Optimization exercise on an open flow, not production practice. RTL: at most simulated, not proved equivalent. Power: default activity.

==> design/flow/design.v <==
module CHIP(clk,
            rst_n,
            mem_wen_D,
            mem_addr_D,
            mem_wdata_D,
            mem_rdata_D,
            mem_addr_I,
            mem_rdata_I);
    input         clk, rst_n ;
    output        mem_wen_D  ;
    output [31:0] mem_addr_D ;
    output [31:0] mem_wdata_D;
    input  [31:0] mem_rdata_D;
    output [31:0] mem_addr_I ;
    input  [31:0] mem_rdata_I;
    reg  [31:0] pcF;
    reg         vD, jumpedD, hiMissD;
    reg  [31:0] irD, pcD;
    reg         vE, killE;
    reg  [ 4:0] rdE;
    reg         wenE, loadE, storeE, brE, jalrE, mdE, divE;
    reg         brGE, brLT, off4E, off8E;
    reg         subE;
    reg         selAddE, selAndE, selOrE, selXorE, selSltE, selSllE, selSrlE;
    reg  [31:0] opAE, opBE, sdE;
    reg         wenM, loadM, storeM;
    reg  [ 4:0] rdM;
    reg  [31:0] resM, sdM;
    assign mem_addr_I  = pcF;
    assign mem_addr_D  = resM;
    assign mem_wdata_D = sdM;
    assign mem_wen_D   = storeM;
    wire [4:0] opc  = irD[6:2];
    wire [4:0] rs1D = irD[19:15];
    wire [4:0] rs2D = irD[24:20];
    wire [4:0] rdD  = irD[11:7];
    wire [2:0] f3D  = irD[14:12];
    wire isOP    = (opc == 5'b01100);
    wire isOPIMM = (opc == 5'b00100);
    wire isLOAD  = (opc == 5'b00000);
    wire isSTORE = (opc == 5'b01000);
    wire isAUIPC = (opc == 5'b00101);
    wire isJAL   = (opc == 5'b11011);
    wire isJALR  = (opc == 5'b11001);
    wire isBR    = (opc == 5'b11000);
    wire opLogic = (f3D == 3'b111) || (f3D == 3'b110);
    wire isMD    = isOP & irD[25] & ~opLogic;
    wire isDIV   = (f3D == 3'b100);
    wire brSelf  = isBR & (rs1D == rs2D);
    wire off4D   = ~irD[31] & ~irD[7] & (irD[30:25] == 6'd0) & (irD[11:8] == 4'd2);
    wire off8D   = ~irD[31] & ~irD[7] & (irD[30:25] == 6'd0) & (irD[11:8] == 4'd4);
    wire usesRs1  = isOP | isOPIMM | isLOAD | isSTORE | isJALR | (isBR & ~brSelf);
    wire usesRs2  = isOP | isSTORE | (isBR & ~brSelf);
    wire writesRd = (isOP | isOPIMM | isLOAD | isAUIPC | isJAL | isJALR) & (rdD != 5'd0);
    wire [31:0] immI = {{20{irD[31]}}, irD[31:20]};
    wire [31:0] immS = {{20{irD[31]}}, irD[31:25], irD[11:7]};
    wire [31:0] immB = {{20{irD[31]}}, irD[7], irD[30:25], irD[11:8], 1'b0};
    wire [31:0] immU = {irD[31:12], 12'b0};
    wire [31:0] immJ = {{12{irD[31]}}, irD[19:12], irD[20], irD[30:21], 1'b0};
    wire dSub = isBR | (isOP & ~irD[25] & irD[30] & ~opLogic & ~isDIV);
    wire dAnd = isOP & (f3D == 3'b111);
    wire dOr  = isOP & (f3D == 3'b110);
    wire dXor = isOP & isDIV & ~irD[25];
    wire dSlt = isOPIMM & (f3D == 3'b010);
    wire dSll = isOPIMM & (f3D == 3'b001);
    wire dSrl = isOPIMM & (f3D == 3'b101);
    wire dAdd = ~(dAnd | dOr | dXor | dSlt | dSll | dSrl);
    wire dSubAll = dSub | dSlt | isMD;    
    wire [31:0] wbData = loadM ? mem_rdata_D : resM;
    wire [31:0] rf1, rf2;
    regfile rf0(
        .clk(clk), .rst_n(rst_n),
        .we(wenM), .wa(rdM), .wd(wbData),
        .ra1(rs1D), .ra2(rs2D),
        .q1(rf1), .q2(rf2));
    wire hitM1 = wenM & (rdM == rs1D);
    wire hitM2 = wenM & (rdM == rs2D);
    wire [31:0] rs1v = hitM1 ? wbData : rf1;
    wire [31:0] rs2v = hitM2 ? wbData : rf2;
    wire vEff = vE & ~killE;
    wire        mdBusy, mdDone, mdWen;
    wire [ 4:0] mdRd;
    wire [31:0] mdRes;
    wire        inject = mdDone & (~vEff | (~wenE & ~loadE & ~storeE & ~mdE));
    wire        mdPend = mdBusy & ~inject & mdWen;
    wire hitE1 = (vEff & wenE & ~mdE & (rdE == rs1D)) | (inject & mdWen & (mdRd == rs1D));
    wire hitE2 = (vEff & wenE & ~mdE & (rdE == rs2D)) | (inject & mdWen & (mdRd == rs2D));
    wire [31:0] resE;
    wire [31:0] rs1f = hitE1 ? resE : rs1v;
    wire [31:0] rs2f = hitE2 ? resE : rs2v;
    wire loadUse = vEff & loadE & wenE &
                   ((usesRs1 & (rdE == rs1D)) | (usesRs2 & (rdE == rs2D)));
    wire mdDepE  = vEff & mdE & wenE &
                   ((usesRs1 & (rdE == rs1D)) | (usesRs2 & (rdE == rs2D)) | (writesRd & (rdE == rdD)));
    wire mdDepU  = mdPend &
                   ((usesRs1 & (mdRd == rs1D)) | (usesRs2 & (mdRd == rs2D)) | (writesRd & (mdRd == rdD)));
    wire stallD  = vD & (loadUse | mdDepE | mdDepU);
    wire        takenE;
    wire [31:0] aluSum;
    wire        mdReplay;
    wire        redirE = vEff & (jalrE | (brE & takenE & ~off4E & (~off8E | jumpedD)) | mdReplay);
    wire        skipD  = vEff & brE & takenE & off8E & ~jumpedD;
    wire [31:0] redirTgtE = jalrE ? aluSum : sdE;
    wire        jalrD  = isJALR & (irD[31:20] == 12'd0) & ~hitE1;
    wire        redirD = vD & ~stallD & (jumpedD ? hiMissD : (isJAL | (brSelf & ~off4D) | jalrD));
    wire [31:0] tgtDx  = (irD[2] & ~irD[3]) ? rs1v : tgtD;
    wire [31:0] ir = mem_rdata_I;
    wire        jalF  = (ir[6:2] == 5'b11011);
    wire        selfF = (ir[6:2] == 5'b11000) & (ir[19:15] == ir[24:20]);
    wire        fitF  = (ir[19:12] == {8{ir[31]}});
    wire        jumpF = jalF | selfF;
    wire [12:0] loJF  = {1'b0, pcF[11:0]} + {1'b0, ir[20], ir[30:21], 1'b0};
    wire [12:0] loBF  = {1'b0, pcF[11:0]} + {1'b0, ir[7], ir[30:25], ir[11:8], 1'b0};
    wire [31:0] tgtF  = {pcF[31:12], ir[3] ? loJF[11:0] : loBF[11:0]};
    wire        hiMissF = ((ir[3] ? loJF[12] : loBF[12]) != ir[31]) | (jalF & ~fitF);
    wire [31:0] tgtD   = pcD + (irD[3] ? immJ : immB);
    wire [31:0] pcSeq  = stallD ? pcF :
                         jumpF  ? tgtF : pcF + 32'd4;
    wire [31:0] pcRest = redirD ? tgtDx : pcSeq;
    wire        useSeq = skipD & ~redirE;
    wire        useRest = ~skipD & ~redirE;
    wire [31:0] pcNext = ({32{redirE}} & redirTgtE) | ({32{useSeq}} & pcSeq) | ({32{useRest}} & pcRest);
    always @(posedge clk or negedge rst_n) begin
        if (!rst_n) begin
            pcF <= 32'h00010000;
            vD  <= 1'b0;
        end
        else begin
            pcF <= pcNext;
            if (redirE | (redirD & ~skipD) | (skipD & stallD)) vD <= 1'b0;
            else if (!stallD)                                  vD <= 1'b1;
        end
    end
    always @(posedge clk) begin
        if (!stallD) begin
            irD <= mem_rdata_I;
            pcD <= pcF;
            jumpedD <= jumpF;
            hiMissD <= hiMissF;
        end
    end
    wire goE = vD & ~stallD;
    always @(posedge clk or negedge rst_n) begin
        if (!rst_n) begin
            vE <= 1'b0;
            killE <= 1'b0;
            wenE <= 1'b0;
            loadE <= 1'b0;
            storeE <= 1'b0;
            brE <= 1'b0;
            jalrE <= 1'b0;
            mdE <= 1'b0;
        end
        else begin
            vE     <= goE;
            killE  <= redirE | skipD;
            wenE   <= goE & writesRd;
            loadE  <= goE & isLOAD;
            storeE <= goE & isSTORE;
            brE    <= goE & isBR & ~brSelf;
            jalrE  <= goE & isJALR & ~jalrD;
            mdE    <= goE & isMD;
        end
    end
    always @(posedge clk) begin
        rdE   <= rdD;
        divE  <= isDIV;
        brGE  <= (f3D == 3'b101);
        brLT  <= (f3D == 3'b100);
        off4E <= off4D;
        off8E <= off8D;
        subE  <= dSubAll;
        selAddE <= dAdd;
        selAndE <= dAnd;
        selOrE  <= dOr;
        selXorE <= dXor;
        selSltE <= dSlt;
        selSllE <= dSll;
        selSrlE <= dSrl;
        opAE  <= (isAUIPC | isJAL) ? pcD : rs1f;
        opBE  <= {32{dSubAll}} ^ ((isOP | isBR) ? rs2f :
                                  isJAL   ? 32'd4 :
                                  isSTORE ? immS :
                                  isAUIPC ? immU : immI);
        sdE   <= isBR ? tgtD : isMD ? pcD : rs2f;
    end
    wire [31:0] A  = opAE;
    wire [31:0] Bx = opBE;                
    wire [31:0] B  = ~Bx;                 
    wire [31:0] SD = sdE;
    wire [32:0] addOut = {1'b0, A} + {1'b0, Bx} + {32'd0, subE};
    assign aluSum = addOut[31:0];
    wire   geu    = addOut[32];           
    wire   eqE    = &(A ^ Bx);            
    assign takenE = eqE | (brGE & ~aluSum[31]) | (brLT & aluSum[31]);
    wire [31:0] Arev, shr, shl;
    genvar k;
    generate
        for (k = 0; k < 32; k = k + 1) begin : rev
            assign Arev[k] = A[31-k];
            assign shl[k]  = shr[31-k];
        end
    endgenerate
    wire [31:0] shIn = selSllE ? Arev : A;
    assign shr = shIn >> Bx[4:0];
    wire        aZero = (A == 32'd0);
    wire        bZero = (Bx == 32'hFFFFFFFF);    
    wire        mdQuick = divE ? (bZero | ~geu) : (aZero | bZero);
    assign      mdReplay = mdE & ~mdQuick & mdBusy;
    wire        mdStart = vEff & mdE & ~mdQuick & ~mdBusy;
    wire        mdSwap = ((A[31:8] == 24'd0) & (B[31:8] != 24'd0)) |
                         ((A[31:16] == 16'd0) & (B[31:16] != 16'd0)) |
                         ((A[31:24] == 8'd0) & (B[31:24] != 8'd0));
    wire        mdSel = mdE;
    assign      resE = inject ? mdRes :
                       mdSel  ? {32{divE & bZero}} :
                       ({32{selAddE}} & aluSum)
                     | ({32{selAndE}} & (A & Bx))
                     | ({32{selOrE }} & (A | Bx))
                     | ({32{selXorE}} & (A ^ Bx))
                     | ({32{selSltE}} & {31'd0, ~geu})
                     | ({32{selSllE}} & shl)
                     | ({32{selSrlE}} & shr);
    muldiv md0(
        .clk(clk), .rst_n(rst_n),
        .start(mdStart), .div(divE), .swap(mdSwap), .rd(rdE), .wen(wenE),
        .a(A), .b(B), .ack(inject),
        .busy(mdBusy), .done(mdDone), .rdOut(mdRd), .wenOut(mdWen), .res(mdRes));
    always @(posedge clk or negedge rst_n) begin
        if (!rst_n) begin
            wenM   <= 1'b0;
            loadM  <= 1'b0;
            storeM <= 1'b0;
        end
        else begin
            wenM   <= (inject & mdWen) | (wenE & ~killE & ~(mdE & ~mdQuick));
            loadM  <= loadE & ~killE;
            storeM <= storeE & ~killE;
        end
    end
    always @(posedge clk) begin
        rdM  <= inject ? mdRd : rdE;
        resM <= resE;
        sdM  <= SD;
    end
endmodule
module regfile(clk, rst_n, we, wa, wd, ra1, ra2, q1, q2);
    input         clk, rst_n, we;
    input  [ 4:0] wa, ra1, ra2;
    input  [31:0] wd;
    output [31:0] q1, q2;
    reg [31:0] r [1:31];
    wire [31:0] wd0 = wd & {32{rst_n}};                            
    wire [31:0] wd2 = rst_n ? wd : 32'hBFFFFFF0;                    
    wire [31:0] wd3 = rst_n ? wd : 32'h10008000;                    
    integer i;
    always @(posedge clk) begin
        for (i = 1; i < 32; i = i + 1)
            if (!rst_n || (we && wa == i))
                r[i] <= (i == 2) ? wd2 : (i == 3) ? wd3 : wd0;
    end
    wire [31:0] rr [0:31];
    assign rr[0] = 32'd0;
    genvar k;
    generate
        for (k = 1; k < 32; k = k + 1) begin : rdp
            assign rr[k] = r[k];
        end
    endgenerate
    assign q1 = rr[ra1];
    assign q2 = rr[ra2];
endmodule
module muldiv(clk, rst_n, start, div, swap, rd, wen, a, b, ack, busy, done, rdOut, wenOut, res);
    input         clk, rst_n;
    input         start, div, swap, wen, ack;
    input  [ 4:0] rd;
    input  [31:0] a, b;
    output        busy, done;
    output [ 4:0] rdOut;
    output        wenOut;
    output [31:0] res;
    localparam IDLE = 3'd0, MUL = 3'd1, NORM = 3'd2, DIV = 3'd3, DONE = 3'd4;
    reg  [ 2:0] st;
    reg  [31:0] x;       
    reg  [31:0] y;       
    reg  [32:0] p;       
    reg  [31:0] c;       
    reg  [ 4:0] cnt;
    reg  [ 4:0] rdq;
    reg         wenq, isDiv;
    assign busy   = (st != IDLE);
    assign done   = (st == DONE);
    assign rdOut  = rdq;
    assign wenOut = wenq;
    assign res    = isDiv ? c : (p[31:0] + c);
    wire [31:0] pp0 = y[0] ? x : 32'd0;
    wire [31:0] pp1 = y[1] ? {x[30:0], 1'b0} : 32'd0;
    wire [31:0] s1 = p[31:0] ^ c ^ pp0;
    wire [31:0] c1 = {(p[30:0] & c[30:0]) | (p[30:0] & pp0[30:0]) | (c[30:0] & pp0[30:0]), 1'b0};
    wire [31:0] s2 = s1 ^ c1 ^ pp1;
    wire [31:0] c2 = {(s1[30:0] & c1[30:0]) | (s1[30:0] & pp1[30:0]) | (c1[30:0] & pp1[30:0]), 1'b0};
    wire [31:0] pp2 = y[2] ? {x[29:0], 2'b0} : 32'd0;
    wire [31:0] s3 = s2 ^ c2 ^ pp2;
    wire [31:0] c3 = {(s2[30:0] & c2[30:0]) | (s2[30:0] & pp2[30:0]) | (c2[30:0] & pp2[30:0]), 1'b0};
    wire [31:0] pp3 = y[3] ? {x[28:0], 3'b0} : 32'd0;
    wire [31:0] s4 = s3 ^ c3 ^ pp3;
    wire [31:0] c4 = {(s3[30:0] & c3[30:0]) | (s3[30:0] & pp3[30:0]) | (c3[30:0] & pp3[30:0]), 1'b0};
    wire [31:0] xNext = {x[27:0], 4'b0000};
    wire [31:0] yNext = {4'b0000, y[31:4]};
    wire        mulLast = (yNext == 32'd0) | (xNext == 32'd0);
    wire [32:0] xOp = {33{~p[32]}} ^ {1'b0, x};           
    wire [33:0] difC = {p, 1'b1} + {xOp, ~p[32]};         
    wire [32:0] dif = difC[33:1];
    wire        qbit = ~dif[32];
    wire [31:0] qNext = {c[30:0], qbit};
    wire        divLast = (cnt == 5'd0);
    wire [31:0] sm;
    assign sm[31] = p[31];    
    genvar g;
    generate
        for (g = 30; g >= 0; g = g - 1) begin : smear
            assign sm[g] = sm[g+1] | p[g];
        end
    endgenerate
    wire can1 = ~x[31] & ((({x[30:0], 1'b0}) & ~sm) == 32'd0);
    wire can4 = (x[31:28] == 4'd0) & ((({x[27:0], 4'b0}) & ~sm) == 32'd0);
    always @(posedge clk or negedge rst_n) begin
        if (!rst_n) st <= IDLE;
        else begin
            case (st)
                IDLE: if (start) st <= div ? NORM : MUL;
                MUL:  if (mulLast) st <= DONE;
                NORM: if (!can1 && divLast) st <= DONE;
                      else if (!can1) st <= DIV;
                DIV:  if (divLast) st <= DONE;
                DONE: if (ack) st <= IDLE;
                default: st <= IDLE;
            endcase
        end
    end
    always @(posedge clk) begin
        case (st)
            IDLE: begin
                cnt <= 5'd0;
                rdq <= rd;
                wenq <= wen;
                isDiv <= div;
                c <= 32'd0;
                if (div) begin
                    p <= {1'b0, a};
                    x <= b;
                    y <= b;
                end
                else begin
                    p <= 33'd0;
                    x <= swap ? b : a;
                    y <= swap ? a : b;
                end
            end
            MUL: begin
                p <= {1'b0, s4};
                c <= c4;
                x <= xNext;
                y <= yNext;
            end
            NORM, DIV: begin
                if (st == NORM && can4) begin
                    x <= {x[27:0], 4'b0};
                    cnt <= cnt + 5'd4;
                end
                else if (st == NORM && can1) begin
                    x <= {x[30:0], 1'b0};
                    cnt <= cnt + 5'd1;
                end
                else begin
                    p <= dif;
                    c <= qNext;
                    x <= {1'b0, x[31:1]};
                    cnt <= cnt - 5'd1;
                end
                y <= yNext;      
            end
            default: begin
                x <= xNext;      
                y <= yNext;
            end
        endcase
    end
endmodule
==> design/flow/flow/run.sh <==
#!/bin/bash
set -euo pipefail
bash standard.sh SETUP_SLACK_MARGIN=8 "BUFFER_PORTS_ARGS=-buffer_cell sky130_fd_sc_hd__buf_4" finish > standard_make.log 2>&1
==> design/flow/standard.sh <==
#!/bin/bash
# synth_recipe.tcl (not shown) runs the flow's synth.tcl, then flattens the netlist and writes it again
# the make line also repeats each setting of config.mk as NAME=value (left out here)
make -C /OpenROAD-flow-scripts/flow DESIGN_CONFIG=/design/flow/config.mk WORK_HOME=/design/flow/orfs CLKGATE_MAP_FILE= SYNTH_SCRIPT=/design/flow/synth_recipe.tcl "${@:-finish}"
==> design/flow/config.mk <==
export PLATFORM = sky130hd
export DESIGN_NAME = CHIP
export DESIGN_NICKNAME = CHIP
export VERILOG_FILES = /design/flow/design.v
export SDC_FILE = /design/flow/constraint.sdc
export NUM_CORES = 8
export LEC_CHECK = 0
export CAP_MARGIN = 20
export CORE_MARGIN = 2
export CORE_UTILIZATION = 30
export CTS_CLUSTER_DIAMETER = 60
export CTS_CLUSTER_SIZE = 25
export SETUP_SLACK_MARGIN = 1.0
export SLEW_MARGIN = 20
==> design/flow/constraint.sdc <==
create_clock -name core_clock -period 12.0 [get_ports {clk}]
set_input_delay 2.4000 -clock core_clock [delete_from_list [all_inputs] [get_ports {clk}]]
set_output_delay 2.4000 -clock core_clock [all_outputs]
set_load 0.01 [all_outputs]
==> flow_metrics.py, run 1 <==
metrics = {
    "outcome": {
        "outcome": "no timing/DRC/antenna violations",
    },
    "setup_path": {
        "cp_data_arrival_time_ns": 4.94,
        "cp_max_fo": 32,
        "endpoint_kind": "flop",
        "r2r_setup_slack_ns": 7.78,
        "cp.required_ns": 12.72,
        "critPathLaunchType": "flop",
        "worstSetupPathType": "reg2reg",
    },
    "synth": {
        "synth_ff_type": "edfxtp_1",
        "synth.distinct_cells": 100,
        "yosysTopAreaCell": "edfxtp_1",
        "synth_common_cells": "1133 x edfxtp_1, 894 x a22oi_1, 736 x nand2_1, 424 x clkbuf_1, 376 x a21oi_1",
        "synth_enable_flop_cells": 1133,
        "synth_seq_cells": 1426,
        "yosysMostFrequentCell": "edfxtp_1",
        "yosysSeqAreaShare_pct": 50.8,
        "synth.top_cell.area_share_pct": 43.1,
        "async_reset_ff_share_pct": 3.30,
        "ys_warn_count": 4,
        "yosys-top-cells-area": "edfxtp_1 43%, a22oi_1 8.5%, dfxtp_1 6.2%, nand2_1 3.5%, fa_1 3.2%",
        "syn_area_um2": 79000,
        "postSynthAreaPerCell_um2": 10.7,
        "synth_nets": 7742,
        "syn_inst": 7372,
    },
    "power": {
        "p_leak_nw": 34.1,
        "ir_drop_uv": 209,
        "pwr-share-clk_pct": 18.2,
        "internal_power_mw": 12.4,
        "p_comb_share_pct": 44.7,
        "p_switching_mw": 10.2,
        "powerDensity_nw_per_um2": 246,
        "swShare_pct": 45.1,
        "power_frac_seq_pct": 37.1,
    },
    "layout": {
        "fin_nets": 7849,
        "design_area_um2": 92100,
        "drive_gt1_share_pct": 16.4,
        "area_growth_pct": 16.6,
    },
    "grt": {
        "grt_max_degree": 66,
        "grt_pass1_vias": 68500,
        "grtUsageTotal_pct": 30.9,
        "antenna_found_initial": 33,
        "grt_pass1_wl_mm": 575,
        "overflow": 0,
    },
    "placed_design": {
        "portBuffers": 160,
        "place_congestion": 1.05,
        "placed_cell_area_um2": 85500,
        "dp_hpwl_mm": 269,
    },
    "detailed_routing": {
        "initialDrtViolationCount": 15500,
        "viasPerCell": 6.62,
        "wl_per_cell_um": 38.8,
        "drtPass1Iterations": 13,
        "vias": 73600,
        "postRouteAntennaNets": 0,
        "routed_wl_mm": 432,
        "drc_errors": 0,
    },
    "sta": {
        "hold_ws_ns": 0.360,
        "relSlewSlack_pct": 12.0,
        "fmaxAchievable_mhz": 237,
        "period_share_pct": 35.2,
        "setup_tns_ns": 0,
        "hold_viol": 0,
        "drv_slew": 0,
        "min_period_ns": 4.22,
        "setup_viol": 0,
        "tightest_slew_ns": 1.29,
        "finalClockSkew_ns": 0.116,
        "rsz0062_at_grt": "yes",
    },
    "clock_tree": {
        "clock_path_buffers": 3,
        "h-tree-depth": 3,
        "clockRootBuffer": "clkbuf_16",
        "numCtsBuffers": 108,
        "cts_sinks": 1426,
        "clk_latency_ns": 0.87,
        "clkSlewWorstSetupHoldPaths_ns": 0.08,
        "cts_tree": "yes",
    },
    "die": {
        "die_w_um": 517,
        "die_h_um": 517,
        "row_count": 188,
        "start_util_pct": 30.1,
        "core-area_um2": 262000,
        "ios": 163,
        "die_area_um2": 268000,
    },
    "job": {
        "max_cap_violations": 0,
    },
    "worst_hold_path": {
        "hp-class": "reg2reg",
    },
}
power by group through the flow:
stage / registers [mW] / clock network (mW) / logic (mW)
2_1_floorplan: 7.69 / 0 / 5.54
3_3_place_gp: 8.36 / 0 / 8.92
3_5_place_dp: 8.38 / 0 / 9.06
4_1_cts: 8.28 / 4.09 / 9.52
5_1_grt: 8.43 / 4.27 / 10.6
6_report: 8.39 / 4.12 / 10.1
registers in the layout, indices dropped and copies added, names as in the netlist, 3 cells and up:
name,count
sdE,32
md0.x,32
md0.rdq,5
md0.cnt,5
pcD,32
md0.c,32
opAE,32
irD,30
pcF,32
opBE,32
rdE,5
md0.y,32
rdM,5
resM,32
rf0.r,992
sdM,32
md0.p,33
md0.st,3
critical path: stages, from the launching register on:
cell and delay (ns):
edfxtp_1 0.32, buf_4 0.39, or3b_2 0.62, nor2_4 0.11, buf_4 0.73, a22oi_1 0.23
nand4_1 0.14, nor2_1 0.06, a21oi_1 0.78, a21oi_1 0.25, nor2_1 0.16, a21oi_1 0.05
o221ai_1 0.20
layout make-up:
class / instances / area (um2)
Antenna cell: 27 / 67.6
Clock buffer: 123 / 2880
Clock inverter: 78 / 995
Fill cell: 25900 / 170000
Inverter: 280 / 1070
Multi-Input combinational cell: 5150 / 38100
Sequential cell: 1426 / 40200
Tap cell: 3515 / 4400
Timing Repair Buffer: 513 / 4430
cells in the final DEF (no fill, tap or decap), types with 121 or more instances in the layout:
| cell type | synthesis | layout |
|---|---|---|
| and2_1 | 138 | 123 |
| xnor2_1 | 165 | 156 |
| nand2_1 | 736 | 728 |
| inv_1 | 275 | 272 |
| a22oi_1 | 894 | 893 |
| mux2i_1 | 133 | 121 |
| dfxtp_1 | 246 | 205 |
| nand3_1 | 192 | 188 |
| a21oi_1 | 376 | 340 |
| nor2_1 | 360 | 310 |
| buf_4 | 1 | 427 |
| ha_1 | 179 | 152 |
| edfxtp_1 | 1133 | 1133 |
| o21ai_0 | 320 | 261 |
cells by family after synthesis:
family                   share of synthesized area [%]
flip-flops                                        50.8
AND/OR/NAND/NOR                                   12.3
buffers and inverters                             3.91
multiplexers                                      3.58
AO/OA/AOI/OAI                                     20.8
adder cells (fa/ha/maj)                           6.00
XOR/XNOR                                          2.69
path summary, 6_finish.rpt:
kind | startpoint | end | cells past startpoint
setup / recovery | irD[17] | pcF[24] | 12
hold / removal | sdE[20] | sdM[20] | 0
setup reg to reg | irD[17] | pcF[24] | 12
hold reg to reg | sdE[20] | sdM[20] | 0
max in group asynchronous | rst_n | loadM | 2
min in group asynchronous | rst_n | pcF[28] | 2
routing by layer:
metal | vias to the layer above | part of all wire [%] | wire (um) | global-route usage [%]
met5 | - | 0.12 | 507 | 0
met4 | 30 | 8.8 | 38100 | 21.7
met3 | 1910 | 16 | 67700 | 13.1
met2 | 7167 | 41 | 176000 | 43.9
met1 | 35900 | 35 | 149000 | 37.5
li1 | 28500 | - | - | -
repair_timing:
item | CTS | global route
setup endpoints to repair | 237 | 655
setup buffers | 60 | 31
hold buffers | 0 | 0
pin swaps | 37 | 23
gates resized for setup | 272 | 168
gates cloned | 2 | 6
endpoints found under the hold margin | 0 | 0
per-stage QoR:
stage	power (mW)	setup slack, ns	cells	util, %
after global routing	23.3	7.96	11100	35.1
after global placement	17.3	6.55	10800	32.6
after floorplan	13.2	7.72	7372	-
after CTS	21.9	7.98	11000	34.7
final	22.6	7.78	11100	35.1
after detailed placement	17.4	6.58	10800	32.6
Testbench counts, summed over its fixed seeds: cycles 24,858.
==> run 2: changes to the inputs <==
--- a/design/flow/design.v
+++ b/design/flow/design.v
@@ -302,11 +302,8 @@
     wire [31:0] pp2 = y[2] ? {x[29:0], 2'b0} : 32'd0;
     wire [31:0] s3 = s2 ^ c2 ^ pp2;
     wire [31:0] c3 = {(s2[30:0] & c2[30:0]) | (s2[30:0] & pp2[30:0]) | (c2[30:0] & pp2[30:0]), 1'b0};
-    wire [31:0] pp3 = y[3] ? {x[28:0], 3'b0} : 32'd0;
-    wire [31:0] s4 = s3 ^ c3 ^ pp3;
-    wire [31:0] c4 = {(s3[30:0] & c3[30:0]) | (s3[30:0] & pp3[30:0]) | (c3[30:0] & pp3[30:0]), 1'b0};
-    wire [31:0] xNext = {x[27:0], 4'b0000};
-    wire [31:0] yNext = {4'b0000, y[31:4]};
+    wire [31:0] xNext = {x[28:0], 3'b000};
+    wire [31:0] yNext = {3'b000, y[31:3]};
     wire        mulLast = (yNext == 32'd0) | (xNext == 32'd0);
     wire [32:0] xOp = {33{~p[32]}} ^ {1'b0, x};           
     wire [33:0] difC = {p, 1'b1} + {xOp, ~p[32]};         
@@ -358,8 +355,8 @@
                 end
             end
             MUL: begin
-                p <= {1'b0, s4};
-                c <= c4;
+                p <= {1'b0, s3};
+                c <= c3;
                 x <= xNext;
                 y <= yNext;
             end
==> flow_metrics.py, run 2 <==
metrics = {
    "clock_tree": {
        "clk_latency_ns": 0.88,
        "clockRootBuffer": "clkbuf_16",
        "cts_tree": "yes",
        "numCtsBuffers": 118,
        "clock_path_buffers": 3,
        "clkSlewWorstSetupHoldPaths_ns": 0.09,
        "h-tree-depth": 3,
        "cts_hold_buf": 0,
        "cts_sinks": 1426,
    },
    "detailed_routing": {
        "postRouteAntennaNets": 0,
        "vias": 73700,
        "routed_wl_mm": 419,
        "viasPerCell": 6.65,
        "drc_errors": 0,
        "wl_per_cell_um": 37.8,
        "drtPass1Iterations": 13,
        "initialDrtViolationCount": 14800,
    },
    "setup_path": {
        "crit_chain": "buf_4, nand3b_1, nor2_4, buf_6, a22oi_1, nand2_1, nor3_1, nand2_1, a21oi_1, nand2_1, o21ai_0, o21ai_1",
        "path_common_cell": "nand2_1",
        "timing.rr.end": "opAE[10]",
        "cp_data_arrival_time_ns": 4.83,
        "critPathLaunchType": "flop",
        "cp_slowest_stage_delay_ns": 0.63,
        "cp_max_fo": 24,
        "cp.required_ns": 12.64,
        "path_buf_inv": 2,
        "critical_path.top_delay_family": "simple AND/OR/NAND/NOR gates",
        "r2r_setup_slack_ns": 7.81,
        "endpoint_kind": "flop",
        "worstSetupPathType": "reg2reg",
        "r2r_start": "irD[17]",
        "crit_slowest_cell": "nor2_4",
        "reg2regPathDepth": 12,
    },
    "power": {
        "swShare_pct": 45.3,
        "p_leak_nw": 34.3,
        "power_frac_seq_pct": 36.8,
        "internal_power_mw": 12.8,
        "p_switching_mw": 10.6,
        "p_comb_share_pct": 44.6,
        "ir_drop_uv": 175,
        "finalPower_mw": 23.4,
        "powerDensity_nw_per_um2": 252,
        "pwr-share-clk_pct": 18.6,
    },
    "sta": {
        "period_share_pct": 34.9,
        "finalClockSkew_ns": 0.0810,
        "tightest_slew_ns": 1.27,
        "hold_viol": 0,
        "relSlewSlack_pct": 13.7,
        "setup_tns_ns": 0,
        "final.setup.worst_slack_ns": 7.81,
        "rsz0062_at_grt": "yes",
        "min_period_ns": 4.19,
        "setup_viol": 0,
        "hold_ws_ns": 0.391,
        "drv_slew": 0,
        "fmaxAchievable_mhz": 239,
    },
    "worst_hold_path": {
        "hp-class": "reg2reg",
        "whs_path_depth": 0,
        "min_to": "sdM[3]",
        "worstHoldStart": "sdE[3]",
    },
    "grt": {
        "grt_pass1_vias": 68000,
        "grt_max_degree": 84,
        "overflow": 0,
        "grt_pass1_wl_mm": 559,
        "antenna_found_initial": 26,
        "grtUsageTotal_pct": 29.9,
    },
    "die": {
        "die_w_um": 517,
        "core-area_um2": 262000,
        "ios": 163,
        "start_util_pct": 30.1,
        "die_area_um2": 267000,
        "row_count": 188,
        "die_h_um": 517,
    },
    "placed_design": {
        "place_worst_setup_slack_ns": 6.44,
        "place_congestion": 1.01,
        "placed_cells": 10700,
        "dp_hpwl_mm": 258,
        "portBuffers": 160,
    },
    "synth": {
        "synth_common_cells": "1133 x edfxtp_1, 865 x a22oi_1, 702 x nand2_1, 423 x clkbuf_1, 370 x nor2_1",
        "postSynthAreaPerCell_um2": 10.7,
        "async_reset_ff_share_pct": 3.30,
        "synth.top_cell.area_share_pct": 43.2,
        "yosysSeqAreaShare_pct": 50.9,
        "syn_inst": 7340,
        "syn_area_um2": 78800,
        "yosysTopAreaCell": "edfxtp_1",
        "yosysMostFrequentCell": "edfxtp_1",
        "synth_ff_type": "edfxtp_1",
        "synth.distinct_cells": 100,
        "synth_seq_cells": 1426,
        "ys_warn_count": 4,
        "yosys-top-cells-area": "edfxtp_1 43%, a22oi_1 8.2%, dfxtp_1 6.2%, nand2_1 3.3%, ha_1 2.8%",
        "synth_enable_flop_cells": 1133,
        "synth_nets": 7682,
    },
    "layout": {
        "top_register": "rf0.r",
        "drive_gt1_share_pct": 18.4,
        "final_cell_count_no_fill": 11100,
        "reg.largest.list": "rf0.r: 992 flops, md0.p: 33 flops",
        "fin_nets": 7789,
        "largest_register_ffs": 992,
        "final_common_cell": "edfxtp_1",
        "area_growth_pct": 17.9,
        "n_fill_cell": 25700,
        "final_cell_mix": "1133 x edfxtp_1, 855 x a22oi_1, 694 x nand2_1",
    },
    "outcome": {
        "outcome": "no timing/DRC/antenna violations",
    },
    "job": {
        "max_cap_violations": 0,
    },
}
==> run 2: layer usage <==
metal / part of all wire (%) / vias up / track usage [%]
li1: - / 28500 / -
met1: 33 / 35800 / 35.1
met2: 41 / 7170 / 43.3
met3: 16 / 2200 / 12.5
met4: 10 / 24 / 22.7
met5: 0.10 / - / 0.577
==> run 2: cell type report <==
cell class                 count  area [um2]  share of cell area, %
sequential                  1426       40200                   43.3
inverter                     277        1070                   1.15
multi-input combinational   5105       38400                   41.3
clock buffer                 126        3020                   3.25
clock inverter                98        1290                   1.39
antenna                       28        70.1                 0.0754
tap                         3515        4400                   4.73
timing repair buffer         519        4480                   4.82
==> run 2: how the worst max path moves through the flow <==
stage                     startpoint  cells after the start  slack, ns           end
after floorplan                rst_n                      3       7.46  rf0.r[12][0]
after global placement       opBE[0]                     15       6.54       pcF[26]
after detailed placement     opBE[0]                     15       6.44       pcF[26]
after CTS                    irD[19]                     11       7.81       pcF[26]
after global routing        opBE[18]                     13       7.80       pcF[26]
final                        irD[17]                     12       7.81      opAE[10]
==> run 2: cell families after synthesis <==
| logic type | share of synthesized area (%) |
|---|---|
| and+or+nand+nor | 12.3 |
| adders and majority gates | 5.31 |
| xor gates and xnor gates | 2.71 |
| buffers and inverters | 4.01 |
| AOI/OAI and AO/OA | 20.6 |
| DFF | 50.9 |
| muxes | 4.17 |
==> run 2: power by group through the flow <==
stage,sequential [mW],clock [mW],combinational (mW)
after floorplan,7.75,0,5.87
after global routing,8.66,4.53,11.0
final,8.62,4.37,10.5
after CTS,8.52,4.36,9.71
after global placement,8.61,0,9.06
after detailed placement,8.62,0,9.20
==> run 2: worst register-to-register path: cells and delay by family, from the launching register on <==
kind                   cells  cell delay, ns
AND/OR/NAND/NOR            6            1.65
AO/OA/AOI/OAI              4            1.12
buffers and inverters      2            0.85
flip-flops                 1            0.34
==> run 2: through the flow <==
stage / util (%) / cell area, um2
global placement: 32.5 / 85000
CTS: 34.9 / 91300
floorplan: - / 79200
finish: 35.5 / 92900
detailed placement: 32.5 / 85000
global route: 35.5 / 92900
==> run 2: what timing repair did <==
item | in CTS | in global routing
buffers inserted | 80 | 60
gates cloned | 3 | 13
gates resized for setup | 325 | 199
pin swaps | 41 | 57
setup endpoints to repair | 667 | 155
Testbench counts of run 2, summed over its fixed seeds: cycles 25,056.
==> run 3: changes to the inputs <==
--- a/design/flow/config.mk
+++ b/design/flow/config.mk
@@ -8,7 +8,5 @@
 export CAP_MARGIN = 20
 export CORE_MARGIN = 2
 export CORE_UTILIZATION = 30
-export CTS_CLUSTER_DIAMETER = 60
-export CTS_CLUSTER_SIZE = 25
 export SETUP_SLACK_MARGIN = 1.0
 export SLEW_MARGIN = 20
==> flow_metrics.py, run 3 <==
metrics = {
    "sta": {
        "drv_slew": 0,
        "final.setup.worst_slack_ns": 7.79,
        "setup_tns_ns": 0,
        "setup_viol": 0,
        "min_period_ns": 4.21,
        "rsz0062_at_grt": "yes",
        "relSlewSlack_pct": 13.6,
        "fmaxAchievable_mhz": 238,
        "hold_viol": 0,
        "finalClockSkew_ns": 0.0937,
        "tightest_slew_ns": 1.27,
        "period_share_pct": 35.1,
        "hold_ws_ns": 0.356,
    },
    "synth": {
        "syn_area_um2": 78800,
        "synth_common_cells": "1133 x edfxtp_1, 865 x a22oi_1, 702 x nand2_1, 423 x clkbuf_1, 370 x nor2_1",
        "async_reset_ff_share_pct": 3.30,
        "synth.distinct_cells": 100,
        "syn_inst": 7340,
        "synth_ff_type": "edfxtp_1",
        "synth.top_cell.area_share_pct": 43.2,
        "synth_enable_flop_cells": 1133,
        "ys_warn_count": 4,
        "synth_seq_cells": 1426,
        "yosys-top-cells-area": "edfxtp_1 43%, a22oi_1 8.2%, dfxtp_1 6.2%, nand2_1 3.3%, ha_1 2.8%",
        "yosysSeqAreaShare_pct": 50.9,
        "synth_nets": 7682,
        "yosysMostFrequentCell": "edfxtp_1",
        "yosysTopAreaCell": "edfxtp_1",
        "postSynthAreaPerCell_um2": 10.7,
    },
    "setup_path": {
        "cp_data_arrival_time_ns": 4.96,
        "cp_max_fo": 21,
        "crit_cells": 12,
        "path_common_cell": "a22oi_1",
        "cp.required_ns": 12.75,
        "critical_path.top_delay_family": "simple AND/OR/NAND/NOR gates",
        "endpoint_kind": "flop",
        "cp_slowest_stage_delay_ns": 0.53,
        "worstSetupPathType": "reg2reg",
        "path_buf_inv": 2,
        "reg2regPathDepth": 12,
        "crit_slowest_cell": "nor3_2",
        "crit_chain": "buf_4, nor3_2, and2_4, buf_6, a22oi_1, nand4_1, nor3_1, a31oi_2, nor2_1, a31oi_1, a22oi_1, xnor2_1",
        "critPathLaunchType": "flop",
    },
    "power": {
        "p_switching_mw": 10.6,
        "pwr-share-clk_pct": 21.1,
        "p_leak_nw": 34.7,
        "p_comb_share_pct": 43.2,
        "internal_power_mw": 13.6,
        "powerDensity_nw_per_um2": 258,
        "ir_drop_uv": 186,
        "power_frac_seq_pct": 35.7,
        "swShare_pct": 43.7,
    },
    "layout": {
        "final_common_cell": "edfxtp_1",
        "n_fill_cell": 25600,
        "largest_register_ffs": 992,
        "fin_nets": 7809,
        "area_growth_pct": 18.9,
        "drive_gt1_share_pct": 18.2,
        "reg.largest.list": "rf0.r: 992 flops, md0.p: 33 flops",
        "final_cell_mix": "1133 x edfxtp_1, 856 x a22oi_1, 695 x nand2_1",
        "top_register": "rf0.r",
    },
    "die": {
        "start_util_pct": 30.1,
        "die_h_um": 517,
        "die_area_um2": 267000,
        "row_count": 188,
        "die_w_um": 517,
        "ios": 163,
        "core-area_um2": 262000,
    },
    "placed_design": {
        "dp_hpwl_mm": 258,
        "portBuffers": 160,
        "place_worst_setup_slack_ns": 6.44,
        "place_congestion": 1.01,
    },
    "outcome": {
        "outcome": "no timing/DRC/antenna violations",
    },
    "detailed_routing": {
        "routed_wl_mm": 418,
        "viasPerCell": 6.61,
        "postRouteAntennaNets": 0,
        "vias": 73700,
        "drtPass1Iterations": 12,
        "initialDrtViolationCount": 14500,
        "drc_errors": 0,
        "wl_per_cell_um": 37.5,
    },
    "grt": {
        "overflow": 0,
        "grt_max_degree": 84,
        "grt_pass1_vias": 68400,
        "grtUsageTotal_pct": 29.9,
        "grt_pass1_wl_mm": 559,
        "antenna_found_initial": 35,
    },
    "clock_tree": {
        "cts_sinks": 1426,
        "clock_path_buffers": 3,
        "h-tree-depth": 4,
        "clkSlewWorstSetupHoldPaths_ns": 0.06,
        "clk_latency_ns": 0.89,
        "numCtsBuffers": 160,
        "cts_hold_buf": 0,
        "cts_tree": "yes",
        "clockRootBuffer": "clkbuf_16",
    },
    "worst_hold_path": {
        "hp-class": "reg2reg",
        "whs_path_depth": 0,
    },
    "job": {
        "max_cap_violations": 0,
    },
}
[run 3: cell counts after synthesis]
No cell type changed its count.
[run 3: what timing repair did]
action / CTS / global route
gates resized for setup: 318 / 196
buffers inserted: 54 / 68
cloned: 3 / 8
endpoints found under the setup margin: 669 / 161
pin swaps: 36 / 54
[run 3: area by class of cell]
type	instances	area (um2)	share of cell area, %
flip-flops and latches	1426	40200	42.9
multi-input cells	5099	38300	40.8
well taps	3515	4400	4.69
clock buffers	203	4320	4.61
repair buffers	503	4310	4.59
inverters	277	1090	1.17
clock inverters	98	1050	1.12
diodes	32	80.1	0.0854
[run 3: final timing paths]
path / startpoint / to / slack, ns
worst min-delay path: sdE[12] / sdM[12] / 0.36
max in group asynchronous: rst_n / loadM / 9.11
min in group asynchronous: rst_n / pcF[2] / 2.12
worst max-delay path: irD[23] / opBE[0] / 7.79
worst min register to register: sdE[12] / sdM[12] / 0.36
worst max register to register: irD[23] / opBE[0] / 7.79
[run 3: metrics by stage]
step | instance area (um2) | power [mW] | std cells | util (%)
floorplan | 79200 | 13.6 | 7340 | -
global placement | 85000 | 17.7 | 10700 | 32.5
detailed placement | 85000 | 17.8 | 10700 | 32.5
CTS | 92100 | 23.3 | 11000 | 35.2
global route | 93700 | 25.0 | 11100 | 35.8
finish | 93700 | 24.2 | 11200 | 35.8
[run 3: layer usage]
layer  GRT usage (%)  wire length [um]
met1            34.9            139000
met5           0.198               394
met4            23.3             41900
met3            12.6             64800
met2            43.2            172000
[run 3: logic make-up after synthesis]
group,after synthesis,synth area share (%)
AOI/OAI and AO/OA,2294,20.6
and+or+nand+nor,2029,12.3
DFF,1426,50.9
buffers and inverters,819,4.01
adders and majority gates,276,5.31
muxes,252,4.17
xor gates and xnor gates,244,2.71
[run 3: power by group through the flow]
stage	logic (mW)	clock network, mW	registers [mW]
detailed placement	9.20	0	8.62
global placement	9.06	0	8.61
global route	11.0	5.29	8.68
finish	10.4	5.11	8.64
floorplan	5.87	0	7.75
CTS	9.67	5.11	8.53
==> run 4: changes to the inputs <==
--- a/design/flow/design.v
+++ b/design/flow/design.v
@@ -73,8 +73,9 @@
         .we(wenM), .wa(rdM), .wd(wbData),
         .ra1(rs1D), .ra2(rs2D),
         .q1(rf1), .q2(rf2));
-    wire hitM1 = wenM & (rdM == rs1D);
-    wire hitM2 = wenM & (rdM == rs2D);
+    reg  sameM1, sameM2;
+    wire hitM1 = wenM & sameM1;
+    wire hitM2 = wenM & sameM2;
     wire [31:0] rs1v = hitM1 ? wbData : rf1;
     wire [31:0] rs2v = hitM2 ? wbData : rf2;
     wire vEff = vE & ~killE;
@@ -238,8 +239,11 @@
             storeM <= storeE & ~killE;
         end
     end
+    wire [4:0] rdMNext = inject ? mdRd : rdE;
     always @(posedge clk) begin
-        rdM  <= inject ? mdRd : rdE;
+        rdM  <= rdMNext;
+        sameM1 <= (rdMNext == (stallD ? rs1D : mem_rdata_I[19:15]));
+        sameM2 <= (rdMNext == (stallD ? rs2D : mem_rdata_I[24:20]));
         resM <= resE;
         sdM  <= SD;
     end
--- a/design/flow/config.mk
+++ b/design/flow/config.mk
@@ -8,5 +8,7 @@
 export CAP_MARGIN = 20
 export CORE_MARGIN = 2
 export CORE_UTILIZATION = 30
+export CTS_CLUSTER_DIAMETER = 60
+export CTS_CLUSTER_SIZE = 25
 export SETUP_SLACK_MARGIN = 1.0
 export SLEW_MARGIN = 20
==> flow_metrics.py, run 4 <==
metrics = {
    "outcome": {
        "outcome": "no timing/DRC/antenna violations",
    },
    "die": {
        "die_h_um": 514,
        "start_util_pct": 30.1,
        "die_w_um": 514,
        "core-area_um2": 259000,
        "die_area_um2": 264000,
        "ios": 163,
        "row_count": 187,
    },
    "power": {
        "power_frac_seq_pct": 38.2,
        "p_comb_share_pct": 42.4,
        "ir_drop_uv": 156,
        "powerDensity_nw_per_um2": 240,
        "p_leak_nw": 34.7,
        "internal_power_mw": 12.4,
        "pwr-share-clk_pct": 19.4,
        "p_switching_mw": 9.70,
        "swShare_pct": 43.9,
    },
    "grt": {
        "grt_max_degree": 73,
        "grt_pass1_wl_mm": 532,
        "grt_pass1_vias": 66600,
        "antenna_found_initial": 14,
        "grtUsageTotal_pct": 28.5,
        "overflow": 0,
    },
    "layout": {
        "top_register": "rf0.r",
        "final_cell_mix": "1133 x edfxtp_1, 932 x a22oi_1, 689 x nand2_1",
        "drive_gt1_share_pct": 17.6,
        "fin_nets": 7784,
        "area_growth_pct": 18.0,
        "final_common_cell": "edfxtp_1",
        "largest_register_ffs": 992,
        "reg.largest.list": "rf0.r: 992 flops, md0.p: 33 flops",
        "multi_input_area_um2": 37200,
        "n_fill_cell": 25200,
        "regArea_um2": 40300,
        "final_cell_count_no_fill": 11000,
    },
    "synth": {
        "yosys-top-cells-area": "edfxtp_1 44%, a22oi_1 9.0%, dfxtp_1 6.4%, nand2_1 3.4%, ha_1 2.9%",
        "synth.distinct_cells": 101,
        "ys_warn_count": 4,
        "synth_common_cells": "1133 x edfxtp_1, 934 x a22oi_1, 705 x nand2_1, 457 x clkbuf_1, 425 x nor2_1",
        "yosysTopAreaCell": "edfxtp_1",
        "synth_seq_cells": 1428,
        "async_reset_ff_share_pct": 3.29,
        "synth_nets": 7608,
        "synth_ff_type": "edfxtp_1",
        "postSynthAreaPerCell_um2": 10.7,
        "yosysSeqAreaShare_pct": 51.5,
        "synth.top_cell.area_share_pct": 43.6,
        "syn_area_um2": 78000,
        "synth_enable_flop_cells": 1133,
        "yosysMostFrequentCell": "edfxtp_1",
        "syn_inst": 7266,
    },
    "clock_tree": {
        "h-tree-depth": 3,
        "cts_tree": "yes",
        "clk_latency_ns": 0.87,
        "clockRootBuffer": "clkbuf_16",
        "numCtsBuffers": 115,
        "clkSlewWorstSetupHoldPaths_ns": 0.08,
        "cts_sinks": 1428,
        "clock_path_buffers": 3,
        "cts_hold_buf": 0,
    },
    "sta": {
        "period_share_pct": 35.7,
        "tightest_slew_ns": 1.24,
        "min_period_ns": 4.28,
        "setup_viol": 0,
        "rsz0062_at_grt": "yes",
        "drv_slew": 0,
        "setup_tns_ns": 0,
        "fmaxAchievable_mhz": 234,
        "finalClockSkew_ns": 0.102,
        "hold_ws_ns": 0.354,
        "relSlewSlack_pct": 17.2,
        "hold_viol": 0,
    },
    "setup_path": {
        "critPathLaunchType": "flop",
        "r2r_setup_slack_ns": 7.72,
        "cp.required_ns": 12.63,
        "cp_max_fo": 20,
        "r2r_start": "irD[15]",
        "worstSetupPathType": "reg2reg",
        "cp_data_arrival_time_ns": 4.91,
        "timing.rr.end": "opAE[21]",
        "reg2regPathDepth": 12,
        "endpoint_kind": "flop",
    },
    "placed_design": {
        "place_congestion": 1.03,
        "portBuffers": 160,
        "dp_hpwl_mm": 246,
        "placed_cells": 10500,
    },
    "detailed_routing": {
        "wl_met3_mm": 57.9,
        "routed_wl_mm": 396,
        "wl_per_cell_um": 36.2,
        "viasPerCell": 6.53,
        "routed-wl-met2_mm": 166,
        "drtPass1Iterations": 13,
        "top_layer": "met5",
        "drc_errors": 0,
        "initialDrtViolationCount": 14100,
        "wl_met1_mm": 133,
        "postRouteAntennaNets": 0,
        "vias": 71600,
    },
    "job": {
        "max_cap_violations": 0,
    },
    "worst_hold_path": {
        "worstHoldStart": "sdE[29]",
        "min_to": "sdM[29]",
        "hp-class": "reg2reg",
        "whs_path_depth": 0,
    },
}
run 4: cell types whose count changed after synthesis, moves of 34 or more:
| cell | previous run | this run |
|---|---|---|
| and2_1 | 138 | 94 |
| nand3_1 | 206 | 137 |
| nor2_1 | 370 | 425 |
| a21oi_1 | 337 | 394 |
| mux2_2 | 72 | 35 |
| clkbuf_1 | 423 | 457 |
| a22oi_1 | 865 | 934 |
| and3_1 | 84 | 45 |
run 4: how the worst max path moves through the flow:
stage               depth (start not counted)           start  slack [ns]       end
floorplan                                  12  mem_rdata_I[9]        7.55   pcF[10]
global placement                           13         opBE[1]        6.12   pcF[16]
detailed placement                         13         opBE[1]        6.13    pcF[7]
CTS                                        13        md0.p[0]        7.85  opBE[30]
global route                               16       md0.p[32]        7.86  md0.c[0]
finish                                     12         irD[15]        7.72  opAE[21]
run 4: metal layers:
layer | GRT usage (%) | vias to the layer above
met5 | 0.219 | -
met4 | 21.9 | 15
met3 | 10.4 | 1824
met2 | 42.1 | 6668
met1 | 33.5 | 34800
li1 | - | 28300
run 4: per-stage QoR:
step           cell area, um2  total power [mW]  utilization [%]  setup WS [ns]
2_1_floorplan           78200              13.1                -           7.55
3_3_place_gp            84300              16.7             32.6           6.12
3_5_place_dp            84300              16.8             32.6           6.13
4_1_cts                 90400              21.3             34.9           7.85
5_1_grt                 92100              22.9             35.5           7.86
6_report                92100              22.1             35.6           7.72
run 4: critical path, stage by stage, from the launching register on:
cell,delay [ns]
edfxtp_1,0.36
buf_4,0.20
nand2b_2,0.42
nor2_4,0.80
buf_4,0.63
a22oi_1,0.17
nand2_1,0.11
nor3_1,0.05
a21oi_1,0.46
a21oi_1,0.23
nand2_1,0.13
o21ai_0,0.09
a21oi_1,0.39
run 4: timing repair:
item                                    4_1_cts  5_1_grt
cloned                                       10        5
buffers inserted                             94       72
resized for setup                           240      232
endpoints found under the setup margin      375      265
pin swaps                                    52       67
run 4: final cells by class:
class	count	share of cell area [%]
Sequential cell	1428	43.8
Multi-Input combinational cell	5032	40.4
Timing Repair Buffer	582	5.40
Tap cell	3402	4.62
Clock buffer	121	3.18
Clock inverter	90	1.36
Inverter	282	1.16
Antenna cell	22	0.0598
Timing Repair inverter	1	0.00543
run 4: logic make-up after synthesis:
logic type,Yosys count,share of synthesized area (%)
compound gates,2365,21.3
simple gates,1905,11.4
flops,1428,51.5
buf+inv,809,4.01
fa+ha+maj,277,5.37
xor+xnor,249,2.80
mux,233,3.67
run 4: power groups by stage:
stage	combinational (mW)	sequential (mW)	clock (mW)
4_1_cts	8.66	8.36	4.29
6_report	9.35	8.43	4.29
3_5_place_dp	8.31	8.46	0
5_1_grt	9.89	8.51	4.47
2_1_floorplan	5.36	7.69	0
3_3_place_gp	8.21	8.45	0
Testbench counts of run 4, summed over its fixed seeds: cycles 25,056.
==> run 5: changes to the inputs <==
--- a/design/flow/design.v
+++ b/design/flow/design.v
@@ -73,9 +73,8 @@
         .we(wenM), .wa(rdM), .wd(wbData),
         .ra1(rs1D), .ra2(rs2D),
         .q1(rf1), .q2(rf2));
-    reg  sameM1, sameM2;
-    wire hitM1 = wenM & sameM1;
-    wire hitM2 = wenM & sameM2;
+    wire hitM1 = wenM & (rdM == rs1D);
+    wire hitM2 = wenM & (rdM == rs2D);
     wire [31:0] rs1v = hitM1 ? wbData : rf1;
     wire [31:0] rs2v = hitM2 ? wbData : rf2;
     wire vEff = vE & ~killE;
@@ -239,11 +238,8 @@
             storeM <= storeE & ~killE;
         end
     end
-    wire [4:0] rdMNext = inject ? mdRd : rdE;
     always @(posedge clk) begin
-        rdM  <= rdMNext;
-        sameM1 <= (rdMNext == (stallD ? rs1D : mem_rdata_I[19:15]));
-        sameM2 <= (rdMNext == (stallD ? rs2D : mem_rdata_I[24:20]));
+        rdM  <= inject ? mdRd : rdE;
         resM <= resE;
         sdM  <= SD;
     end
@@ -303,11 +299,8 @@
     wire [31:0] c1 = {(p[30:0] & c[30:0]) | (p[30:0] & pp0[30:0]) | (c[30:0] & pp0[30:0]), 1'b0};
     wire [31:0] s2 = s1 ^ c1 ^ pp1;
     wire [31:0] c2 = {(s1[30:0] & c1[30:0]) | (s1[30:0] & pp1[30:0]) | (c1[30:0] & pp1[30:0]), 1'b0};
-    wire [31:0] pp2 = y[2] ? {x[29:0], 2'b0} : 32'd0;
-    wire [31:0] s3 = s2 ^ c2 ^ pp2;
-    wire [31:0] c3 = {(s2[30:0] & c2[30:0]) | (s2[30:0] & pp2[30:0]) | (c2[30:0] & pp2[30:0]), 1'b0};
-    wire [31:0] xNext = {x[28:0], 3'b000};
-    wire [31:0] yNext = {3'b000, y[31:3]};
+    wire [31:0] xNext = {x[29:0], 2'b00};
+    wire [31:0] yNext = {2'b00, y[31:2]};
     wire        mulLast = (yNext == 32'd0) | (xNext == 32'd0);
     wire [32:0] xOp = {33{~p[32]}} ^ {1'b0, x};           
     wire [33:0] difC = {p, 1'b1} + {xOp, ~p[32]};         
@@ -359,8 +352,8 @@
                 end
             end
             MUL: begin
-                p <= {1'b0, s3};
-                c <= c3;
+                p <= {1'b0, s2};
+                c <= c2;
                 x <= xNext;
                 y <= yNext;
             end
--- a/design/flow/config.mk
+++ b/design/flow/config.mk
@@ -8,7 +8,5 @@
 export CAP_MARGIN = 20
 export CORE_MARGIN = 2
 export CORE_UTILIZATION = 30
-export CTS_CLUSTER_DIAMETER = 60
-export CTS_CLUSTER_SIZE = 25
 export SETUP_SLACK_MARGIN = 1.0
 export SLEW_MARGIN = 20
==> flow_metrics.py, run 5 <==
metrics = {
    "outcome": {
        "outcome": "no timing/DRC/antenna violations",
    },
    "synth": {
        "synth.top_cell.area_share_pct": 44.6,
        "synth_ff_type": "edfxtp_1",
        "synth_enable_flop_cells": 1133,
        "postSynthAreaPerCell_um2": 10.9,
        "syn_area_um2": 76400,
        "synth_seq_cells": 1426,
        "synth_nets": 7343,
        "yosysMostFrequentCell": "edfxtp_1",
        "yosysTopAreaCell": "edfxtp_1",
        "syn_inst": 7030,
        "synth_common_cells": "1133 x edfxtp_1, 945 x a22oi_1, 692 x nand2_1, 432 x clkbuf_1, 390 x nor2_1",
        "yosysSeqAreaShare_pct": 52.5,
        "synth.distinct_cells": 106,
        "yosys-top-cells-area": "edfxtp_1 45%, a22oi_1 9.3%, dfxtp_1 6.4%, nand2_1 3.4%, ha_1 2.9%",
        "ys_warn_count": 4,
        "async_reset_ff_share_pct": 3.30,
    },
    "die": {
        "row_count": 185,
        "die_w_um": 509,
        "ios": 163,
        "core-area_um2": 254000,
        "start_util_pct": 30.1,
        "die_h_um": 509,
        "die_area_um2": 259000,
    },
    "placed_design": {
        "dp_hpwl_mm": 254,
        "place_worst_setup_slack_ns": 6.48,
        "placed_cells": 10300,
        "portBuffers": 160,
        "place_congestion": 1.02,
    },
    "layout": {
        "final_cell_count_no_fill": 10800,
        "drive_gt1_share_pct": 19.7,
        "multi_input_area_um2": 36800,
        "area_growth_pct": 20.7,
        "fin_nets": 7568,
        "n_fill_cell": 25000,
        "reg.largest.list": "rf0.r: 992 flops, md0.p: 33 flops",
        "top_register": "rf0.r",
        "final_common_cell": "edfxtp_1",
        "final_core_util_pct": 36.3,
        "regArea_um2": 40200,
        "final_cell_mix": "1133 x edfxtp_1, 935 x a22oi_1, 683 x nand2_1",
        "largest_register_ffs": 992,
    },
    "clock_tree": {
        "cts_tree": "yes",
        "clock_path_buffers": 3,
        "clkSlewWorstSetupHoldPaths_ns": 0.07,
        "cts_hold_buf": 0,
        "clockRootBuffer": "clkbuf_16",
        "h-tree-depth": 4,
        "cts_sinks": 1426,
        "numCtsBuffers": 150,
        "clk_latency_ns": 0.85,
    },
    "grt": {
        "grt_pass1_vias": 66600,
        "grt_max_degree": 78,
        "antenna_found_initial": 28,
        "overflow": 0,
        "grt_pass1_wl_mm": 550,
        "grtUsageTotal_pct": 30.5,
    },
    "sta": {
        "hold_viol": 0,
        "final.setup.worst_slack_ns": 7.79,
        "rsz0062_at_grt": "yes",
        "setup_tns_ns": 0,
        "min_period_ns": 4.21,
        "period_share_pct": 35.1,
        "tightest_slew_ns": 1.29,
        "setup_viol": 0,
        "relSlewSlack_pct": 14.3,
        "fmaxAchievable_mhz": 237,
        "drv_slew": 0,
        "finalClockSkew_ns": 0.0633,
    },
    "setup_path": {
        "path_common_cell": "a21oi_2",
        "endpoint_kind": "flop",
        "worstSetupPathType": "reg2reg",
        "critPathLaunchType": "flop",
        "crit_slowest_cell": "or3b_2",
        "cp_slowest_stage_delay_ns": 0.62,
        "critical_path.top_delay_family": "compound AO/OA/AOI/OAI gates",
        "cp.required_ns": 12.76,
        "crit_chain": "buf_4, or3b_2, nor2_4, buf_8, buf_6, a222oi_1, and3_1, a31oi_4, a21oi_2, a2111oi_2, a21oi_2, o22ai_2, nand2b_1",
        "path_buf_inv": 3,
        "cp_data_arrival_time_ns": 4.97,
        "cp_max_fo": 15,
    },
    "worst_hold_path": {
        "hp-class": "reg2reg",
    },
    "detailed_routing": {
        "viasPerCell": 6.67,
        "postRouteAntennaNets": 0,
        "drtPass1Iterations": 12,
        "initialDrtViolationCount": 15900,
        "vias": 71800,
        "wl_per_cell_um": 38.2,
        "drc_errors": 0,
        "routed_wl_mm": 411,
    },
    "power": {
        "powerDensity_nw_per_um2": 241,
        "p_leak_nw": 34.1,
        "finalPower_mw": 22.2,
        "ir_drop_uv": 190,
    },
    "job": {
        "max_cap_violations": 0,
    },
}
[run 5: cell types whose count changed after synthesis, moves of 25 or more]
cell      before  now
inv_1        276  168
a221oi_1      49   22
nor2_1       425  390
nand3_1      137  169
o21ai_1       15   63
fa_1          97   68
clkbuf_1     457  432
mux2i_1      158  115
[run 5: timing repair]
| action | in CTS | in global routing |
|---|---|---|
| resized for setup | 398 | 227 |
| endpoints found under the setup margin | 326 | 159 |
| buffers inserted | 100 | 52 |
| gates cloned | 13 | 3 |
| pin swaps | 86 | 63 |
[run 5: final cells by class]
cell class | instances | share of cell area [%]
Sequential cell | 1426 | 43.6
Multi-Input combinational cell | 4911 | 39.9
Timing Repair Buffer | 584 | 5.74
Tap cell | 3366 | 4.57
Clock buffer | 192 | 4.35
Clock inverter | 81 | 0.993
Inverter | 182 | 0.794
Antenna cell | 23 | 0.0624
[run 5: worst paths after layout]
path                         start         to  slack, ns  cells after the start
setup / recovery           irD[15]     pcF[7]       7.79                     13
hold / removal              sdE[8]     sdM[8]       0.36                      0
setup reg to reg           irD[15]     pcF[7]       7.79                     13
hold reg to reg             sdE[8]     sdM[8]       0.36                      0
max in group asynchronous    rst_n    pcF[11]       8.88                      2
min in group asynchronous    rst_n  md0.st[2]       2.15                      2
[run 5: cells by family (layout without fill, tap and decap cells)]
logic type      Yosys count  after routing  share of synthesized area (%)
compound gates         2328           2332                           21.2
simple gates           1873           1874                           11.5
flops                  1426           1426                           52.5
buf+inv                 698           1039                           3.57
fa+ha+maj               248            248                           4.73
xor+xnor                242            242                           2.78
mux                     215            215                           3.63
other cells               0             23                              0
[run 5: per-stage QoR]
step,hold WS [ns],area [um2]
floorplan,0.326,76600
global placement,0.354,82800
detailed placement,0.351,82800
CTS,0.359,90600
global route,0.360,92200
finish,0.357,92200
[run 5: where the power goes]
group          switching, mW  internal [mW]
registers               1.41           6.92
clock network           2.18           2.65
logic                   5.85           3.18
total                   9.44           12.8
[run 5: layer usage]
layer | wire, um | vias up | track usage, % | part of all wire (%)
met5 | 581 | - | 0.0370 | 0.14
met4 | 32200 | 15 | 18.4 | 7.8
met3 | 68600 | 1703 | 13.6 | 17
met2 | 163000 | 7003 | 41.9 | 40
met1 | 147000 | 35300 | 38.9 | 36
li1 | - | 27700 | - | -
Testbench counts of run 5, summed over its fixed seeds: cycles 25,547.
==> run 6: changes to the inputs <==
--- a/design/flow/design.v
+++ b/design/flow/design.v
@@ -249,26 +249,24 @@
     input  [ 4:0] wa, ra1, ra2;
     input  [31:0] wd;
     output [31:0] q1, q2;
-    reg [31:0] r [1:31];
-    wire [31:0] wd0 = wd & {32{rst_n}};                            
-    wire [31:0] wd2 = rst_n ? wd : 32'hBFFFFFF0;                    
-    wire [31:0] wd3 = rst_n ? wd : 32'h10008000;                    
+    reg [31:0] r [0:31];
+    reg [31:1] rv;
     integer i;
     always @(posedge clk) begin
         for (i = 1; i < 32; i = i + 1)
-            if (!rst_n || (we && wa == i))
-                r[i] <= (i == 2) ? wd2 : (i == 3) ? wd3 : wd0;
+            if (we && wa == i) r[i] <= wd;
     end
-    wire [31:0] rr [0:31];
-    assign rr[0] = 32'd0;
-    genvar k;
-    generate
-        for (k = 1; k < 32; k = k + 1) begin : rdp
-            assign rr[k] = r[k];
-        end
-    endgenerate
-    assign q1 = rr[ra1];
-    assign q2 = rr[ra2];
+    always @(posedge clk or negedge rst_n) begin
+        if (!rst_n) rv <= 31'd0;
+        else if (we && wa != 5'd0) rv[wa] <= 1'b1;
+    end
+    wire [31:0] rvx = {rv, 1'b0};
+    wire [31:0] raw1 = r[ra1];
+    wire [31:0] raw2 = r[ra2];
+    wire [31:0] init1 = (ra1 == 5'd2) ? 32'hBFFFFFF0 : (ra1 == 5'd3) ? 32'h10008000 : 32'd0;
+    wire [31:0] init2 = (ra2 == 5'd2) ? 32'hBFFFFFF0 : (ra2 == 5'd3) ? 32'h10008000 : 32'd0;
+    assign q1 = rvx[ra1] ? raw1 : init1;
+    assign q2 = rvx[ra2] ? raw2 : init2;
 endmodule
 module muldiv(clk, rst_n, start, div, swap, rd, wen, a, b, ack, busy, done, rdOut, wenOut, res);
     input         clk, rst_n;
@@ -299,8 +297,11 @@
     wire [31:0] c1 = {(p[30:0] & c[30:0]) | (p[30:0] & pp0[30:0]) | (c[30:0] & pp0[30:0]), 1'b0};
     wire [31:0] s2 = s1 ^ c1 ^ pp1;
     wire [31:0] c2 = {(s1[30:0] & c1[30:0]) | (s1[30:0] & pp1[30:0]) | (c1[30:0] & pp1[30:0]), 1'b0};
-    wire [31:0] xNext = {x[29:0], 2'b00};
-    wire [31:0] yNext = {2'b00, y[31:2]};
+    wire [31:0] pp2 = y[2] ? {x[29:0], 2'b0} : 32'd0;
+    wire [31:0] s3 = s2 ^ c2 ^ pp2;
+    wire [31:0] c3 = {(s2[30:0] & c2[30:0]) | (s2[30:0] & pp2[30:0]) | (c2[30:0] & pp2[30:0]), 1'b0};
+    wire [31:0] xNext = {x[28:0], 3'b000};
+    wire [31:0] yNext = {3'b000, y[31:3]};
     wire        mulLast = (yNext == 32'd0) | (xNext == 32'd0);
     wire [32:0] xOp = {33{~p[32]}} ^ {1'b0, x};           
     wire [33:0] difC = {p, 1'b1} + {xOp, ~p[32]};         
@@ -352,8 +353,8 @@
                 end
             end
             MUL: begin
-                p <= {1'b0, s2};
-                c <= c2;
+                p <= {1'b0, s3};
+                c <= c3;
                 x <= xNext;
                 y <= yNext;
             end
==> flow_metrics.py, run 6 <==
metrics = {
    "layout": {
        "drive_gt1_share_pct": 19.0,
        "reg.largest.list": "rf0.r: 992 flops, md0.p: 33 flops",
        "final_cell_mix": "1133 x edfxtp_1, 746 x a22oi_1, 605 x nand2_1",
        "final_core_util_pct": 36.0,
        "design_area_um2": 97300,
        "largest_register_ffs": 992,
        "final_common_cell": "edfxtp_1",
        "fin_nets": 8125,
        "n_fill_cell": 26600,
    },
    "synth": {
        "synth_common_cells": "1133 x edfxtp_1, 749 x a22oi_1, 612 x nand2_1, 421 x nor2_1, 379 x clkbuf_1",
        "syn_inst": 7577,
        "yosysTopAreaCell": "edfxtp_1",
        "synth_ff_type": "edfxtp_1",
        "async_reset_ff_share_pct": 5.35,
        "postSynthAreaPerCell_um2": 10.7,
        "synth.top_cell.area_share_pct": 41.8,
        "yosysSeqAreaShare_pct": 50.2,
        "synth_enable_flop_cells": 1133,
        "yosysMostFrequentCell": "edfxtp_1",
        "synth_nets": 7931,
    },
    "detailed_routing": {
        "viasPerCell": 6.71,
        "routed_wl_mm": 440,
        "drc_errors": 0,
        "vias": 77200,
        "postRouteAntennaNets": 0,
        "drtPass1Iterations": 10,
    },
    "sta": {
        "relSlewSlack_pct": 14.6,
        "finalClockSkew_ns": 0.0899,
        "period_share_pct": 34.8,
        "tightest_slew_ns": 1.28,
        "final.setup.worst_slack_ns": 7.82,
        "drv_slew": 0,
        "rsz0062_at_grt": "yes",
        "min_period_ns": 4.18,
    },
    "grt": {
        "grt_pass1_vias": 71900,
        "overflow": 0,
        "grt_pass1_wl_mm": 587,
        "antenna_found_initial": 47,
        "grt_max_degree": 66,
    },
    "clock_tree": {
        "clockRootBuffer": "clkbuf_16",
        "clk_latency_ns": 0.87,
        "cts_sinks": 1457,
        "clock_path_buffers": 3,
        "clkSlewWorstSetupHoldPaths_ns": 0.07,
        "h-tree-depth": 4,
        "numCtsBuffers": 156,
        "cts_hold_buf": 0,
        "cts_tree": "yes",
    },
    "power": {
        "powerDensity_nw_per_um2": 216,
        "ir_drop_uv": 154,
        "finalPower_mw": 21.0,
    },
    "placed_design": {
        "dp_hpwl_mm": 279,
        "place_worst_setup_slack_ns": 6.09,
        "placed_cell_area_um2": 87500,
        "portBuffers": 160,
        "place_congestion": 1.04,
    },
    "die": {
        "die_area_um2": 276000,
        "die_h_um": 525,
        "start_util_pct": 30.1,
        "die_w_um": 525,
        "core-area_um2": 271000,
        "ios": 163,
        "row_count": 191,
    },
    "job": {
        "max_cap_violations": 0,
    },
    "setup_path": {
        "cp_data_arrival_time_ns": 4.90,
        "endpoint_kind": "flop",
        "critPathLaunchType": "flop",
        "cp.required_ns": 12.72,
        "cp_max_fo": 27,
    },
    "worst_hold_path": {
        "hp-class": "reg2reg",
    },
    "outcome": {
        "outcome": "no timing/DRC/antenna violations",
    },
}
run 6: path summary, 6_finish.rpt:
kind / from / to / slack, ns / cells after the start
max: irD[18] / pcF[9] / 7.82 / 13
min: sdE[26] / sdM[26] / 0.38 / 0
max reg2reg: irD[18] / pcF[9] / 7.82 / 13
min reg2reg: sdE[26] / sdM[26] / 0.38 / 0
max in group asynchronous: rst_n / loadM / 9.26 / 2
min in group asynchronous: rst_n / pcF[5] / 1.52 / 1
run 6: worst max-delay path, cell delays in order, from the launching register on:
cell,delay (ns)
edfxtp_1,0.38
clkbuf_8,0.28
nand2b_1,0.36
nor2_4,0.49
buf_12,0.41
a22oi_1,0.13
nand3_1,0.11
nor2_1,0.06
a211oi_1,0.39
buf_4,0.28
o22ai_1,0.24
mux2_2,0.39
o32ai_2,0.35
a21o_1,0.13
run 6: final cells by class:
type	instances	area (um2)	area share [%]
flip-flops and latches	1457	41000	42.2
repair inverters	1	5.00	0.00514
inverters	274	1070	1.10
clock inverters	90	898	0.923
well taps	3570	4470	4.59
clock buffers	201	4250	4.37
multi-input cells	5295	40000	41.1
repair buffers	586	5460	5.62
diodes	38	95.1	0.0977
run 6: power by group:
part / leakage (nW) / switching [mW] / total (mW) / internal, mW
logic: 18.6 / 5.44 / 8.37 / 2.93
registers: 13.6 / 1.06 / 7.66 / 6.60
clock network: 2.50 / 2.26 / 4.96 / 2.71
run 6: layer usage:
layer	vias up	track usage [%]	share of wire, %
met3	2215	12.9	16
met5	-	0.381	0.068
li1	29700	-	-
met2	7713	43.7	41
met4	18	22.4	9.5
met1	37500	35.4	34
run 6: logic make-up after synthesis:
| logic type | after synthesis | synth area share, % |
|---|---|---|
| fa+ha+maj | 288 | 5.32 |
| mux | 273 | 4.49 |
| compound gates | 2384 | 20.6 |
| simple gates | 2096 | 12.6 |
| xor+xnor | 248 | 2.67 |
| buf+inv | 831 | 4.09 |
| flops | 1457 | 50.2 |
run 6: per-stage QoR:
stage,hold WS (ns),instances
floorplan,0.324,7577
global placement,0.387,11000
detailed placement,0.380,11000
CTS,0.385,11400
global route,0.393,11500
finish,0.383,11500
run 6: what timing repair did:
item,CTS,global route
setup buffers,82,82
resized for setup,442,210
endpoints found under the setup margin,311,200
pin swaps,53,69
gates cloned,5,14
Testbench counts of run 6, summed over its fixed seeds: cycles 25,056.
